Background: an optimization exercise with open tools, aiming at small area, a short achievable clock period and few clock cycles per item. Do not read the settings as production practice. In this exercise RTL edits were held to simulation tests only and were not proved equivalent to the original.

==> inputs of run X <==
// alu_fpu
module alu_fpu (
  input  logic        i_clk,
  input  logic        i_rst_n,
  input  logic [31:0] i_operand_a,
  input  logic [31:0] i_operand_b,
  input  logic [31:0] i_rs1_f,
  input  logic [31:0] i_rs2_f,
  input  logic [31:0] i_rs3_f,
  input  logic [31:0] instr_ex,
  input  logic [4:0]  i_alu_op,
  output logic        o_done,
  output logic [31:0] o_alu_fpu_data
);
  localparam logic [4:0] OP_FADD = 5'b01010, OP_FSUB = 5'b01011, OP_FMUL = 5'b01100,
                         OP_FDIV = 5'b01101, OP_FMADD = 5'b11110, OP_FMSUB = 5'b11111;
  logic [4:0] op;
  assign op = i_alu_op;
  logic is_div, is_fma, negate;
  assign is_div = (op == OP_FDIV);
  assign is_fma = (op == OP_FMADD) | (op == OP_FMSUB);
  assign negate = (instr_ex[6:3] == 4'b1001);    
  logic [2:0]  cnt;
  logic [8:0]  A;
  logic        div_zero;
  logic [23:0] R;
  logic [14:0] Tl;
  logic [23:0] T;
  logic        div_step, div_last;
  assign div_step = (cnt != 3'd0) & (cnt != 3'd7);
  assign div_last = (cnt == 3'd7);
  assign div_zero = (cnt == 3'd0) & (i_rs1_f[30:0] == 31'd0) & (i_rs2_f[30:24] != 7'h7F);
  assign o_done   = div_last | (is_div & div_zero);
  always_ff @(posedge i_clk or negedge i_rst_n) begin
    if (!i_rst_n) cnt <= 3'd0;
    else          cnt <= (is_div & ~div_last & ~div_zero) ? cnt + 3'd1 : 3'd0;
  end
  logic [23:0] C;
  seed_rom u_rom (
    .x0(A[8]), .x1(A[7]), .x2(A[6]), .x3(A[5]), .x4(A[4]), .x5(A[3]), .x6(A[2]), .x7(A[1]), .x8(A[0]),
    .z00(C[23]), .z01(C[22]), .z02(C[21]), .z03(C[20]), .z04(C[19]), .z05(C[18]), .z06(C[17]), .z07(C[16]),
    .z08(C[15]), .z09(C[14]), .z10(C[13]), .z11(C[12]), .z12(C[11]), .z13(C[10]), .z14(C[9]),  .z15(C[8]),
    .z16(C[7]),  .z17(C[6]),  .z18(C[5]),  .z19(C[4]),  .z20(C[3]),  .z21(C[2]),  .z22(C[1]),  .z23(C[0]));
  logic [23:0] modv, Xd;
  assign modv = {1'b1, i_rs2_f[22:14], ~i_rs2_f[13:5], 5'b00000};
  assign Xd   = {1'b1, i_rs2_f[22:0]};
  logic [7:0]  rexp;
  logic [22:0] rman;
  assign rexp = R[22] ? (8'd253 - i_rs2_f[30:23]) : (8'd254 - i_rs2_f[30:23]);
  assign rman = R[22] ? {R[21:0], 1'b0} : {R[20:0], 2'b00};
  assign T = {(cnt == 3'd3) ? 9'h0FF : 9'h100, Tl};
  ...
==> module alu_fpu, before the edit <==
module alu_fpu (
  input  logic        i_clk,
  input  logic        i_rst_n,
  input  logic [31:0] i_operand_a,
  input  logic [31:0] i_operand_b,
  input  logic [31:0] i_rs1_f,
  input  logic [31:0] i_rs2_f,
  input  logic [31:0] i_rs3_f,
  input  logic [31:0] instr_ex,
  input  logic [4:0]  i_alu_op,
  output logic        o_done,
  output logic [31:0] o_alu_fpu_data
);
  localparam logic [4:0] OP_FADD = 5'b01010, OP_FSUB = 5'b01011, OP_FMUL = 5'b01100,
                         OP_FDIV = 5'b01101, OP_FMADD = 5'b11110, OP_FMSUB = 5'b11111;
  logic [4:0] op;
  assign op = i_alu_op;
  logic is_div, is_fma, negate;
  assign is_div = (op == OP_FDIV);
  assign is_fma = (op == OP_FMADD) | (op == OP_FMSUB);
  assign negate = (instr_ex[6:3] == 4'b1001);    
  logic [2:0]  cnt;
  logic [8:0]  A;
  logic        div_zero;
  logic [23:0] R;
  logic [14:0] Tl;
  logic [23:0] T;
  logic        div_step, div_last;
  assign div_step = (cnt != 3'd0) & (cnt != 3'd7);
  assign div_last = (cnt == 3'd7);
  assign div_zero = (cnt == 3'd0) & (i_rs1_f[30:0] == 31'd0) & (i_rs2_f[30:24] != 7'h7F);
  assign o_done   = div_last | (is_div & div_zero);
  always_ff @(posedge i_clk or negedge i_rst_n) begin
    if (!i_rst_n) cnt <= 3'd0;
    else          cnt <= (is_div & ~div_last & ~div_zero) ? cnt + 3'd1 : 3'd0;
  end
  logic [23:0] C;
  seed_rom u_rom (
    .x0(A[8]), .x1(A[7]), .x2(A[6]), .x3(A[5]), .x4(A[4]), .x5(A[3]), .x6(A[2]), .x7(A[1]), .x8(A[0]),
    .z00(C[23]), .z01(C[22]), .z02(C[21]), .z03(C[20]), .z04(C[19]), .z05(C[18]), .z06(C[17]), .z07(C[16]),
    .z08(C[15]), .z09(C[14]), .z10(C[13]), .z11(C[12]), .z12(C[11]), .z13(C[10]), .z14(C[9]),  .z15(C[8]),
    .z16(C[7]),  .z17(C[6]),  .z18(C[5]),  .z19(C[4]),  .z20(C[3]),  .z21(C[2]),  .z22(C[1]),  .z23(C[0]));
  logic [23:0] modv, Xd;
  assign modv = {1'b1, i_rs2_f[22:14], ~i_rs2_f[13:5], 5'b00000};
  assign Xd   = {1'b1, i_rs2_f[22:0]};
  logic [7:0]  rexp;
  logic [22:0] rman;
  assign rexp = R[22] ? (8'd253 - i_rs2_f[30:23]) : (8'd254 - i_rs2_f[30:23]);
  assign rman = R[22] ? {R[21:0], 1'b0} : {R[20:0], 2'b00};
  assign T = {(cnt == 3'd3) ? 9'h0FF : 9'h100, Tl};
  logic [31:0] mx, my;
  assign mx = {i_rs1_f[31] ^ negate, i_rs1_f[30:0]};
  assign my = div_last ? {i_rs2_f[31], rexp, rman} : i_rs2_f;
  logic yhid;
  assign yhid = div_last ? (i_rs2_f[30:23] != (R[22] ? 8'd253 : 8'd254)) : (|i_rs2_f[30:23]);
  logic [23:0] ma, mb;
  logic [47:0] prod;
  always_comb begin
    if (div_step) begin
      ma = (cnt == 3'd1) ? C : (cnt[0] ? T : Xd);
      mb = (cnt == 3'd1) ? modv : R;
    end else begin
      ma = {|mx[30:23], mx[22:0]};
      mb = {yhid, my[22:0]};
    end
  end
  mul24 u_mul (.a(ma), .b(mb), .p(prod));
  logic [1:0]  d3;
  logic [25:0] r3;
  assign d3 = ~prod[24:23];
  assign r3 = {2'b00, R} * d3;
  always_ff @(posedge i_clk) begin
    if (cnt == 3'd0) A <= i_rs2_f[22:14];
    if (div_step) begin
      case (cnt)
        3'd1, 3'd3, 3'd5: R <= prod[46:23];
        3'd6:             R <= R + {22'b0, r3[24:23]};
        default:          Tl <= ~prod[37:23];
      endcase
    end
  end
  logic [31:0] mul_res;
  fp_mul_post u_mulp (.x(mx), .y(my), .prod(prod), .out(mul_res));
  logic [31:0] add_x, add_y, add_res;
  logic        add_sub;
  assign add_x   = is_fma ? mul_res : i_rs1_f;
  assign add_y   = is_fma ? i_rs3_f : i_rs2_f;
  assign add_sub = (op == OP_FSUB) | (op == OP_FMSUB);
  fp_add u_add (.x(add_x), .y(add_y), .sub(add_sub), .out(add_res));
  logic [31:0] misc_res;
  int_misc u_misc (.op(op), .a(i_operand_a), .b(i_operand_b), .f1(i_rs1_f), .f2(i_rs2_f), .out(misc_res));
  always_comb begin
    case (op)
      OP_FADD, OP_FSUB, OP_FMADD, OP_FMSUB: o_alu_fpu_data = add_res;
      OP_FMUL, OP_FDIV:                     o_alu_fpu_data = mul_res;
      default:                              o_alu_fpu_data = misc_res;
    endcase
  end
endmodule
Settings: LEC_CHECK=0, ABC_AREA=1, CAP_MARGIN=20, CORE_MARGIN=2, CORE_UTILIZATION=40, SLEW_MARGIN=20, SYNTH_MEMORY_MAX_BITS=16384; clock period 60.0 ns.
standard.sh (not shown) runs the stock make flow with config.mk's settings and CLKGATE_MAP_FILE= SYNTH_SCRIPT=/design/flow/synth_recipe.tcl, a recipe that flattens the netlist after the stock synthesis.
==> flow/flow/run.sh <==
#!/bin/bash
# Layout flow: the standard ORFS flow (standard.sh, unchanged synthesis) with three
# layout options changed:
#  - repair_timing aims for 15 ns of setup slack instead of the default, so it also
#    shortens paths that already meet the clock;
#  - the resizer may swap a cell for one of another footprint (MATCH_CELL_FOOTPRINT=0);
#  - ports are buffered with sky130_fd_sc_hd__buf_2 (every port still gets a buffer).
# Each ORFS step keeps its own log under orfs/logs/; make's output goes to flow_make.log.
set -euo pipefail
bash standard.sh SETUP_SLACK_MARGIN=15 MATCH_CELL_FOOTPRINT=0 \
  "BUFFER_PORTS_ARGS=-buffer_cell sky130_fd_sc_hd__buf_2" finish > flow_make.log 2>&1
==> run Y (differences from run X) <==
--- a/flow/design.v
+++ b/flow/design.v
@@ -5245,18 +5245,16 @@
   assign negate = (instr_ex[6:3] == 4'b1001);    
   logic [2:0]  cnt;
   logic [8:0]  A;
-  logic        div_zero;
   logic [23:0] R;
   logic [14:0] Tl;
   logic [23:0] T;
   logic        div_step, div_last;
   assign div_step = (cnt != 3'd0) & (cnt != 3'd7);
   assign div_last = (cnt == 3'd7);
-  assign div_zero = (cnt == 3'd0) & (i_rs1_f[30:0] == 31'd0) & (i_rs2_f[30:24] != 7'h7F);
-  assign o_done   = div_last | (is_div & div_zero);
+  assign o_done   = div_last;
   always_ff @(posedge i_clk or negedge i_rst_n) begin
     if (!i_rst_n) cnt <= 3'd0;
-    else          cnt <= (is_div & ~div_last & ~div_zero) ? cnt + 3'd1 : 3'd0;
+    else          cnt <= (is_div & ~div_last) ? cnt + 3'd1 : 3'd0;
   end
   logic [23:0] C;
   seed_rom u_rom (
==> comparison table <==
|  | run X | run Y |
|---|---|---|
| Minimum clock period after layout | 44.54 ns | 44.70 ns |
| Largest net degree at the start of global routing | 71 | 80 |
| Depth of the worst register-to-register path | 63 | 68 |
| Synthesized-area fraction occupied by xor and xnor cells | 6.64% | 6.76% |
| Layout net count | 10828 | 10893 |
| Wire length of the first global-routing pass | 518000 um | 533000 um |
| Fraction of layout instances using a drive strength above 1 | 13.5% | 13.2% |
| Outcome | complete, no violations | complete, no violations |
| Placed Cells incl. Taps | 11581 | 11629 |
| Post-synthesis cell area | 56700 um2 | 56800 um2 |
| Synthesized instance count | 9780 | 9836 |
| Weighted congestion at the end of routability-driven global placement | 1.18 | 1.21 |
| Area of the core | 141000 um2 | 141000 um2 |
| Post-layout worst setup margin | 15.46 ns | 15.30 ns |
| Global Route met1 Usage | 61.6% | 63.5% |
| Fraction of the mapped netlist area in adder cells | 19.7% | 19.6% |
| Crit path buffers/inverters | 22 | 29 |
| First element of the critical path | i_rs2_f[9] | i_rs1_f[20] |
| Signal inverters | 1441 | 1467 |
| Cell Count, Final, Fillers Out | 11858 | 11901 |
| Total number of vias | 77646 | 79219 |
Testbench counts of run X, summed over its fixed seeds: cycles 30,405, ops 24,000.
Testbench counts of run Y, summed over its fixed seeds: cycles 30,685, ops 24,000.

[afterwards: timing with drivers on the ports]
No port has a modelled driver above. Below, the same layouts with a new extraction and two added sets of constraints. Step 1: set_driving_cell puts a clkbuf_16 on i_clk and a buf_2 on each other input, an assumption about the parent block. Step 2 adds t to the input delays and takes it off the output delays; t is the mean of the earliest and latest rising clock arrival at the registers after step 1. Input paths then give back, and output paths get back, about the clock's delay inside the block. Slacks: no drivers / after step 1 / after step 2; pairs: no drivers / after step 1.
run	shift t [ns]	setup slack, ns	worst setup path at the end	latest minus earliest clock arrival (ns)	cell pins on the clock port's net
run X	0.389	15.465 / 15.423 / 15.423	input to output	0.008 / 0.008	1
run Y	0.373	15.297 / 15.204 / 15.204	input to output	0.012 / 0.012	1
After both steps setup and hold are still met in every run listed. The setup slack of run Y, which loses most, moves by -0.093 ns with the drivers and by -0.093 ns with both steps.
